This is an optimization exercise on Yosys and OpenROAD, whose aim is a short achievable clock period and few clock cycles, not a production implementation.
Only simulation tests tie the RTL to the original design; equivalence was not proved.
Power figures rest on the tool's default switching activity, not on a simulated workload.

$ cat config.mk
export PLATFORM = sky130hd
export DESIGN_NAME = RISCVCore
export DESIGN_NICKNAME = RISCVCore
export VERILOG_FILES = /design/flow/design.v
export SDC_FILE = /design/flow/constraint.sdc
export NUM_CORES = 4
export LEC_CHECK = 0
export CAP_MARGIN = 20
export CORE_MARGIN = 2
export CORE_UTILIZATION = 40
export SLEW_MARGIN = 20
$ cat constraint.sdc
create_clock -name core_clock -period 10.0 [get_ports {CLK}]
set_input_delay 2.0000 -clock core_clock [delete_from_list [all_inputs] [get_ports {CLK}]]
set_output_delay 2.0000 -clock core_clock [all_outputs]
set_load 0.01 [all_outputs]
$ cat design.v
module RISCVCore(
  input CLK,
  input rst, 
  output wire [23:0]mem_addr, 
  output wire [31:0]mem_wdata,
  output wire mem_we,
  input wire [31:0]mem_rdata, 
  output wire ebreak 
);
  reg [23:0] maddr_a, maddr_b;
  reg        psel;
  reg        psel_o;          
  wire [23:0] maddr = psel_o ? maddr_b : maddr_a;
  reg [31:0] mwdata;
  reg        mwe;
  assign mem_addr  = maddr;
  assign mem_wdata = mwdata;
  reg  rst_q, rst_qq;
  wire boot = rst_q & rst_qq & ~rst;
  reg  ebreak_r;
  assign ebreak = ebreak_r & ~rst_q;
  assign mem_we = mwe & ~rst_q;
  reg [31:0] fpc_a, fpc_b;    
  wire [31:0] fpc = psel ? fpc_b : fpc_a;
  reg        ir_valid;
  reg [31:0] ir;
  reg [31:0] ir_pc;
  reg        ex_valid;
  reg [31:0] ex_a, ex_b;      
  reg [31:0] ex_aa, ex_ai;    
  reg [4:0]  ex_sh;           
  reg [31:0] ex_sd;           
  reg [31:0] ex_pre;          
  reg [31:0] ex_tgt;          
  reg [4:0]  ex_rd;
  reg        ex_wr;           
  reg        ex_br, ex_jalr, ex_ld, ex_st, ex_brk;
  reg [2:0]  ex_f3;
  reg        s_add, s_sub, s_sll, s_slt, s_sltu, s_xor, s_srl, s_sra, s_or, s_and, s_pre;
  localparam M_IDLE = 3'd0, M_LD0 = 3'd1, M_LDL = 3'd2, M_SRD0 = 3'd3,
             M_SWR0 = 3'd4, M_SRD1 = 3'd5, M_SWL = 3'd6;
  reg [2:0]  mstate;
  reg        m_cross;
  reg [1:0]  m_off;
  reg [2:0]  m_f3;
  reg [4:0]  m_rd;
  reg [63:0] m_sd;            
  reg [7:0]  m_mask;          
  reg [31:0] ld_lo, ld_hi;
  reg        lwb_valid;       
  reg [4:0]  lwb_rd;
  reg        wb_valid;        
  reg [4:0]  wb_rd;
  reg [31:0] wb_val;
  reg [31:0] rf [0:31];
  wire mbusy = (mstate != M_IDLE);
  wire [31:0] sum  = ex_a + ex_b;
  wire [31:0] diff = ex_a - ex_b;
  wire        eq   = (ex_a == ex_b);
  wire        lt   = ($signed(ex_a) < $signed(ex_b));
  wire        ltu  = (ex_a < ex_b);
  wire [31:0] sll  = ex_a << ex_sh;
  wire [31:0] srl  = ex_a >> ex_sh;
  wire [31:0] sra  = $signed(ex_a) >>> ex_sh;
  wire [31:0] ex_result = ({32{s_add}}  & sum)  |
                          ({32{s_sub}}  & diff) |
                          ({32{s_sll}}  & sll)  |
                          ({32{s_slt}}  & {31'd0, lt})  |
                          ({32{s_sltu}} & {31'd0, ltu}) |
                          ({32{s_xor}}  & (ex_a ^ ex_b)) |
                          ({32{s_srl}}  & srl)  |
                          ({32{s_sra}}  & sra)  |
                          ({32{s_or}}   & (ex_a | ex_b)) |
                          ({32{s_and}}  & (ex_a & ex_b)) |
                          ({32{s_pre}}  & ex_pre);
  reg taken;
  always @(*) begin
    case (ex_f3)
      3'b000: taken = eq;
      3'b001: taken = ~eq;
      3'b100: taken = lt;
      3'b101: taken = ~lt;
      3'b110: taken = ltu;
      default: taken = ~ltu;
    endcase
  end
  wire [31:0] asum = ex_aa + ex_ai;    
  wire ex_fire  = ex_valid & ~mbusy;
  wire br_taken = ex_fire & ex_br & taken;
  wire use_asum = ex_fire & (ex_jalr | ex_ld | ex_st);
  wire redirect = br_taken | (ex_fire & ex_jalr);
  wire mem_start = ex_fire & (ex_ld | ex_st);
  wire [1:0]  a_off   = asum[1:0];
  wire        a_cross = (ex_f3[1:0] == 2'b10 && a_off != 2'b00) ||
                        (ex_f3[1:0] == 2'b01 && a_off == 2'b11);
  wire [3:0]  a_bytes = (ex_f3[1:0] == 2'b00) ? 4'b0001 :
                        (ex_f3[1:0] == 2'b01) ? 4'b0011 : 4'b1111;
  wire [63:0] ld64 = {ld_hi, ld_lo} >> {m_off, 3'b000};
  reg  [31:0] lwb_val;
  always @(*) begin
    case (m_f3)
      3'b000: lwb_val = {{24{ld64[7]}}, ld64[7:0]};
      3'b001: lwb_val = {{16{ld64[15]}}, ld64[15:0]};
      3'b100: lwb_val = {24'd0, ld64[7:0]};
      3'b101: lwb_val = {16'd0, ld64[15:0]};
      default: lwb_val = ld64[31:0];
    endcase
  end
  wire        rf_we    = wb_valid | (lwb_valid & (lwb_rd != 5'd0));
  wire [4:0]  rf_wa    = wb_valid ? wb_rd : lwb_rd;
  wire [31:0] rf_wd    = wb_valid ? wb_val : lwb_val;
  wire [6:0] op  = ir[6:0];
  wire [2:0] f3  = ir[14:12];
  wire [6:0] f7  = ir[31:25];
  wire [4:0] rd  = ir[11:7];
  wire [4:0] rs1 = ir[19:15];
  wire [4:0] rs2 = ir[24:20];
  wire [31:0] immI = {{20{ir[31]}}, ir[31:20]};
  wire [31:0] immS = {{20{ir[31]}}, ir[31:25], ir[11:7]};
  wire [31:0] immB = {{19{ir[31]}}, ir[31], ir[7], ir[30:25], ir[11:8], 1'b0};
  wire [31:0] immJ = {{11{ir[31]}}, ir[31], ir[19:12], ir[20], ir[30:21], 1'b0};
  wire [31:0] immU = {ir[31:12], 12'd0};
  wire is_opimm = (op == 7'b0010011) &&
                  ((f3 != 3'b001 && f3 != 3'b101) ||
                   (f3 == 3'b001 && f7 == 7'b0000000) ||
                   (f3 == 3'b101 && (f7 == 7'b0000000 || f7 == 7'b0100000)));
  wire is_op    = (op == 7'b0110011) &&
                  (f7 == 7'b0000000 ||
                   (f7 == 7'b0100000 && (f3 == 3'b000 || f3 == 3'b101)));
  wire is_br    = (op == 7'b1100011) && (f3 != 3'b010) && (f3 != 3'b011);
  wire is_jal   = (op == 7'b1101111);
  wire is_jalr  = (op == 7'b1100111) && (f3 == 3'b000);
  wire is_ld    = (op == 7'b0000011) && (f3 != 3'b011) && (f3 != 3'b110) && (f3 != 3'b111);
  wire is_st    = (op == 7'b0100011) && (f3 == 3'b000 || f3 == 3'b001 || f3 == 3'b010);
  wire is_lui   = (op == 7'b0110111);
  wire is_auipc = (op == 7'b0010111);
  wire is_brk   = (ir == 32'h00100073);
  wire is_alu   = is_opimm | is_op;
  wire is_addr  = is_ld | is_st | is_jalr;
  wire uses1 = ~(is_lui | is_auipc | is_jal);
  wire uses2 = is_op | is_br | is_st;
  wire hazard = ex_valid & ex_ld & (ex_rd != 5'd0) &
                ((uses1 & (rs1 == ex_rd)) | (uses2 & (rs2 == ex_rd)));
  wire byp1_ex = ex_valid & ex_wr & (ex_rd == rs1);
  wire byp2_ex = ex_valid & ex_wr & (ex_rd == rs2);
  wire [31:0] rf1 = (rs1 == 5'd0) ? 32'd0 :
                    (rf_we && rf_wa == rs1) ? rf_wd : rf[rs1];
  wire [31:0] rf2 = (rs2 == 5'd0) ? 32'd0 :
                    (rf_we && rf_wa == rs2) ? rf_wd : rf[rs2];
  wire [31:0] rv1 = byp1_ex ? ex_result : rf1;
  wire [31:0] rv2 = byp2_ex ? ex_result : rf2;
  wire [31:0] pc_imm  = ir_pc + (is_auipc ? immU : immB);
  wire [31:0] pc_4    = ir_pc + 32'd4;
  wire [31:0] jal_tgt = ir_pc + immJ;
  wire id_adv  = ir_valid & ~mbusy & ~redirect & ~hazard;
  wire id_jump = ir_valid & ~mbusy & ~hazard & is_jal;           
  wire ir_free = ~ir_valid | (~hazard & ~is_jal);                
  wire ir_load = ~mbusy & (~ir_valid | ~hazard);
  wire [31:0] fpc4     = psel ? fpc_b + 32'd4 : fpc_a + 32'd4;
  wire [31:0] fpc_seq  = id_jump ? jal_tgt : (ir_free ? fpc4 : fpc);
  wire [31:0] fpc_nt   = (ex_fire & ex_jalr) ? asum : fpc_seq;
  reg [2:0]  mstate_n;
  reg [23:0] maddr_n;
  reg        mwe_n;
  always @(*) begin
    mstate_n = mstate;
    maddr_n  = maddr_a;
    mwe_n    = mwe;
    case (mstate)
      M_IDLE: begin
        maddr_n = mem_start ? asum[25:2] : fpc_nt[25:2];
        if (mem_start) begin
          if (ex_ld) begin
            mstate_n = a_cross ? M_LD0 : M_LDL;
          end else if (ex_f3[1:0] == 2'b10 && a_off == 2'b00) begin
            mwe_n    = 1'b1;
            mstate_n = M_SWL;
          end else begin
            mstate_n = M_SRD0;
          end
        end
      end
      M_LD0: begin
        maddr_n  = maddr_a + 24'd1;
        mstate_n = M_LDL;
      end
      M_LDL: begin
        mstate_n = M_IDLE;
        maddr_n  = fpc[25:2];
      end
      M_SRD0: begin
        mwe_n    = 1'b1;
        mstate_n = m_cross ? M_SWR0 : M_SWL;
      end
      M_SWR0: begin
        mwe_n    = 1'b0;
        maddr_n  = maddr_a + 24'd1;
        mstate_n = M_SRD1;
      end
      M_SRD1: begin
        mwe_n    = 1'b1;
        mstate_n = M_SWL;
      end
      default: begin  
        mwe_n    = 1'b0;
        mstate_n = M_IDLE;
        maddr_n  = fpc[25:2];
      end
    endcase
  end
  always @(posedge CLK) begin
    rst_q  <= rst;
    rst_qq <= rst_q;
    if (rst_q) begin
      maddr_a   <= {23'd0, boot};
      psel      <= 1'b0;
      psel_o    <= 1'b0;
      mwe       <= 1'b0;
      fpc_a     <= {29'd0, boot, 2'b00};
      ir_valid  <= boot;
      ex_valid  <= 1'b0;
      mstate    <= M_IDLE;
      lwb_valid <= 1'b0;
      wb_valid  <= 1'b0;
      ebreak_r  <= 1'b0;
    end else begin
      maddr_a   <= maddr_n;
      mwe       <= mwe_n;
      mstate    <= mstate_n;
      if (!mbusy) begin
        ir_valid <= ~redirect & ~id_jump;
        fpc_a    <= fpc_nt;
        psel     <= br_taken;
        psel_o   <= redirect & ~ex_jalr;    
        ex_valid <= id_adv;
      end
      if (ex_fire & ex_brk)
        ebreak_r <= 1'b1;
      wb_valid  <= ex_fire & ex_wr;
      lwb_valid <= (mstate == M_LDL);
    end
  end
  always @(posedge CLK) begin
    if (!mbusy) begin
      fpc_b   <= ex_tgt;
      maddr_b <= ex_tgt[25:2];
    end
    if (ir_load) begin
      ir    <= mem_rdata;
      ir_pc <= fpc;
    end
    if (!mbusy) begin
      ex_a     <= rv1;
      ex_b     <= (is_op | is_br) ? rv2 : immI;
      ex_aa    <= is_addr ? rv1 : 32'd0;
      ex_ai    <= is_st ? immS : immI;
      ex_sh    <= is_op ? rv2[4:0] : ir[24:20];
      ex_sd    <= rv2;
      ex_pre   <= is_lui ? immU : is_auipc ? pc_imm : pc_4;
      ex_tgt   <= pc_imm;
      ex_rd    <= rd;
      ex_wr    <= (is_alu | is_lui | is_auipc | is_jal | is_jalr) & (rd != 5'd0);
      ex_br    <= is_br;
      ex_jalr  <= is_jalr;
      ex_ld    <= is_ld;
      ex_st    <= is_st;
      ex_brk   <= is_brk;
      ex_f3    <= f3;
      s_add    <= is_alu & (f3 == 3'b000) & ~(is_op & ir[30]);
      s_sub    <= is_alu & (f3 == 3'b000) &  (is_op & ir[30]);
      s_sll    <= is_alu & (f3 == 3'b001);
      s_slt    <= is_alu & (f3 == 3'b010);
      s_sltu   <= is_alu & (f3 == 3'b011);
      s_xor    <= is_alu & (f3 == 3'b100);
      s_srl    <= is_alu & (f3 == 3'b101) & ~ir[30];
      s_sra    <= is_alu & (f3 == 3'b101) &  ir[30];
      s_or     <= is_alu & (f3 == 3'b110);
      s_and    <= is_alu & (f3 == 3'b111);
      s_pre    <= ~is_alu;
    end
    wb_rd  <= ex_rd;
    wb_val <= ex_result;
    case (mstate)
      M_IDLE: begin
        if (mem_start) begin
          m_cross <= a_cross;
          m_off   <= a_off;
          m_f3    <= ex_f3;
          m_rd    <= ex_rd;
          m_sd    <= {32'd0, ex_sd} << {a_off, 3'b000};
          m_mask  <= {4'd0, a_bytes} << a_off;
          mwdata  <= ex_sd;
        end
      end
      M_LD0: ld_lo <= mem_rdata;
      M_LDL: begin
        if (m_cross) ld_hi <= mem_rdata;
        else         ld_lo <= mem_rdata;
        lwb_rd <= m_rd;
      end
      M_SRD0:
        mwdata <= {m_mask[3] ? m_sd[31:24] : mem_rdata[31:24],
                   m_mask[2] ? m_sd[23:16] : mem_rdata[23:16],
                   m_mask[1] ? m_sd[15:8]  : mem_rdata[15:8],
                   m_mask[0] ? m_sd[7:0]   : mem_rdata[7:0]};
      M_SRD1:
        mwdata <= {m_mask[7] ? m_sd[63:56] : mem_rdata[31:24],
                   m_mask[6] ? m_sd[55:48] : mem_rdata[23:16],
                   m_mask[5] ? m_sd[47:40] : mem_rdata[15:8],
                   m_mask[4] ? m_sd[39:32] : mem_rdata[7:0]};
      default: ;
    endcase
  end
  always @(posedge CLK) begin
    if (rf_we)
      rf[rf_wa] <= rf_wd;
  end
endmodule
$ cat flow/run.sh
#!/bin/bash
set -euo pipefail
bash standard.sh SETUP_SLACK_MARGIN=7 CORE_UTILIZATION=50 finish > standard_flow.log 2>&1
$ cat standard.sh
#!/bin/bash
# synth_recipe.tcl (not shown) runs the flow's synth.tcl, then flattens the netlist and writes it again
# the make line also repeats each setting of config.mk as NAME=value (left out here)
make -C /OpenROAD-flow-scripts/flow DESIGN_CONFIG=/design/flow/config.mk WORK_HOME=/design/flow/orfs CLKGATE_MAP_FILE= SYNTH_SCRIPT=/design/flow/synth_recipe.tcl "${@:-finish}"
==> impl_metrics.toml <==
[sta]
rsz0062_at_grt = "yes"
finalClockSkew_ns = 0.08419
period_minus_slack_ns = 3.998
layout_setup_ws_ns = 6.002
max-slew-margin-rel_pct = 28.60
min_period_over_period_pct = 39.98
max_slew.worst_pin.slew_ns = 1.067
tns_ns = 0
hold_violations = 0
setup_violations = 0
maxClockFrequency_mhz = 250.1
drv_slew = 0

[die]
ioPinCount = 92
start_util_pct = 50.38
fp.dieArea_sq_um = 181200
die_x_microns = 425.7
rows = 154
core_sq_um = 176500
die_h_microns = 425.7

[job]
drv_cap = 0

[placement]
place_congestion = 0.9787
post-place-ws_ns = 4.640
portBuffers = 91
dp_hpwl_mm = 210.4

[global_routing]
antenna_found_initial = 8
grt_pass1_wl_mm = 479.4
grt-ovfl-total = 0
grt_util_all_layers_pct = 37.73
grt_max_degree = 80
grt_pass1_vias = 63040

[synth]
syn_inst = 6257
synth_top_flop_cell = "edfxtp_1"
yosysUniqueCellTypes = 99
synthArstFlopShare_pct = 0
synth_area_per_cell_sq_um = 14.21
synth_fp_nets = 6500
syn_area_sq_um = 88920
yosysWarningCount = 1
ys_ff_latch = 1637
synth_edf_count = 1524
seq_area_frac_synth_pct = 54.01

[route]
vias = 64720
wire_per_inst_microns = 36.86
via_per_inst = 6.916
totalWireLength_mm = 344.9
postRouteAntennaNets = 0
dr.first_iter.drc_count = 8478
drt_first_pass_iters = 6
drc = 0

[finish]
largest-register = "rf"
nets = 7114
largest_reg_flops = 1024
area_growth_pct = 24.88
register_area_sq_um = 48080
largest_registers = "rf (1024), m_sd (56)"
drive_above_1_share_pct = 39.29
post-route-util_pct = 62.91
multiInputGateArea_sq_um = 44200
fillers = 13050

[cts]
clock-sinks = 1637
clock_path_buffers = 3
cts_root_buf = "clkbuf_16"
tritoncts = "built"
postCtsHoldBufs = 0
worstSkewPairLatency_ns = 0.86
htreeDepth = 4
cts_made_buffers = 176
path_clk_slew_ns = 0.06

[run_status]
outcome = "finished clean"

[power]
power_density_nw_per_um2 = 400.1
ir_worst_vdd_mv = 0.5687
cellLeakagePower_nw = 39.11
total_power_w = 0.04443

[worst_setup_path]
worst_ep_required_time_ns = 8.00
critPathCaptureType = "output port"
crit_fanout = 13
worstPathArrival_ns = 2.00
cp-start-kind = "register"
path_class = "reg -> out"

[worst_hold_path]
hp-class = "reg -> reg"
## Yosys cell counts (12+ instances only)
library cell  instances  area share [%]
mux2i_1             216             2.4
a21o_1               86            0.73
inv_1               206            0.87
a221oi_1             41            0.40
nand3_1              97            0.55
o21bai_1             33            0.28
nor2b_1              30            0.21
maj3_1               12            0.14
xnor2_1             152             1.5
nor3_1               66            0.37
a211o_1              15            0.15
mux4_2              723              18
o21ai_1              15           0.084
a22o_1               15            0.15
nand2_1             424             1.8
xor2_1               60            0.59
nand4_1              30            0.21
o21a_1               20            0.17
o211ai_1             49            0.41
or2_2                13           0.091
buf_2                82            0.46
o22ai_1              69            0.49
nand2b_1             38            0.27
mux2_2               97             1.2
and3_1               45            0.32
a22oi_1              16            0.14
o31ai_1              22            0.19
edfxtp_1           1524              51
a31oi_1              34            0.24
o21ai_0             236             1.3
nor4_1               20            0.14
o2111ai_1            18            0.18
nor2_1              367             1.5
or3_1                27            0.19
a32o_1               16            0.18
o221ai_1             53            0.52
clkbuf_1            269             1.1
a211oi_1             51            0.43
buf_1                68            0.29
ha_1                204             2.9
dfxtp_1             113             2.5
a21oi_1             322             1.8
and2_1               57            0.40
## path summary, 6_finish.rpt
path	from	end	slack (ns)	cells past startpoint
setup / recovery	psel_o$_SDFFE_PP0P_	mem_addr[9]	6.00	3
hold / removal	ex_tgt[30]$_DFFE_PP_	fpc_b[30]$_DFFE_PP_	0.39	0
setup reg to reg	ir[4]$_DFFE_PP_	ex_pre[31]$_DFFE_PP_	6.07	17
hold reg to reg	ex_tgt[30]$_DFFE_PP_	fpc_b[30]$_DFFE_PP_	0.39	0
## power by group
part	leakage, nW	internal (W)	switching, W
Sequential	15.3	0.00968	0.00131
Clock	2.80	0.00374	0.00286
Combinational	21.0	0.0116	0.0153
## repair_timing
action,in CTS,in global routing
gates resized for setup,1247,324
pin swaps,371,258
cloned,53,5
setup buffers,416,129
setup endpoints to repair,2157,954
## placed cells by master, fill, tap and decap left out, types with 31 or more instances in the layout
cell type and n:
inv_1 146, ha_1 141, o21ai_1 42, mux2i_1 178
buf_6 169, a21oi_4 39, edfxtp_1 1524, buf_4 444
clkinv_2 31, inv_2 36, a21oi_1 206, nor3_1 46
nor2_1 301, clkbuf_1 44, nand2b_1 33, dfxtp_1 97
nor2_4 44, and2_1 45, o211ai_1 49, buf_2 35
clkinvlp_4 44, a21o_1 85, xor2_1 46, mux4_2 723
xnor2_2 36, a21oi_2 77, o21ai_0 141, clkbuf_16 180
o21ai_2 50, buf_12 60, o221ai_1 35, mux2_2 79
and3_1 38, nand2_1 381, clkdlybuf4s50_1 33, buf_16 38
nand3_1 82, ha_4 49, xnor2_1 112
## critical path: stages (launching register included)
cell,delay [ns]
dfxtp_4,0.37
buf_12,0.15
mux2_2,0.34
dlygate4sd2_1,0.30
## kinds of logic (layout without fill, tap and decap cells)
| kind of cell | count (synthesis) | count (layout) | synth area share [%] |
|---|---|---|---|
| buf+inv | 639 | 1393 | 2.838 |
| mux | 1037 | 1037 | 21.98 |
| compound gates | 1245 | 1246 | 9.364 |
| flops | 1637 | 1637 | 54.01 |
| fa+ha+maj | 221 | 221 | 3.118 |
| simple gates | 1266 | 1269 | 6.598 |
| other cells | 0 | 3 | 0 |
| xor+xnor | 212 | 212 | 2.088 |
## metrics by stage
stage | std cells | hold WS [ns] | instance area, sq um
detailed placement | 8430 | 0.4055 | 93270
global placement | 8427 | 0.4014 | 93220
global route | 9355 | 0.4165 | 111000
finish | 9358 | 0.3884 | 111000
floorplan | 6257 | 0.3290 | 89650
CTS | 9221 | 0.4009 | 108400
## routing by layer
metal  share of wire, %  GRT usage (%)
met1                 36          48.36
met2                 47          60.21
met3                9.5          7.070
met5             0.0020              0
met4                7.2          22.29
## cell type report
cell class	instances	area share [%]
inverter	214	0.8406
sequential	1637	43.29
clock buffer	232	4.294
timing repair buffer	840	8.094
clock inverter	90	0.9138
multi-input combinational	3985	39.81
antenna	3	0.006761
timing repair inverter	17	0.1127
tap	2340	2.637
Testbench counts, summed over its fixed seeds: cycles 117,164.

separate check: timing with driven ports:
The results above use ideal ports. As a check the final layout listed here was re-extracted and re-timed, cells and wires unchanged. Step 1 (the two cells are an assumption about what drives the block):
set clk [get_ports {CLK}]
set_driving_cell -lib_cell sky130_fd_sc_hd__clkbuf_16 $clk
set_driving_cell -lib_cell sky130_fd_sc_hd__buf_2 [delete_from_list [all_inputs] $clk]
Step 2 moves the port delays by t, midway between the first and last clock arrival at a register: inputs arrive t later, outputs are due t later. That takes back most of the time a late clock gives input paths. a / b / c = ideal ports / drivers / drivers and shift; a / b = the first two.
t (ns): 0.917
slack for setup (ns): 6.002 / 5.905 / 6.074
worst setup path at the end: register to register
worst register clock-pin slew, ns: 0.07 / 0.07
pins driven straight from the clock port: 1
After both steps setup and hold are still met in this run. For this run, drivers alone change the setup slack by -0.097 ns; drivers and shift together by +0.072 ns.
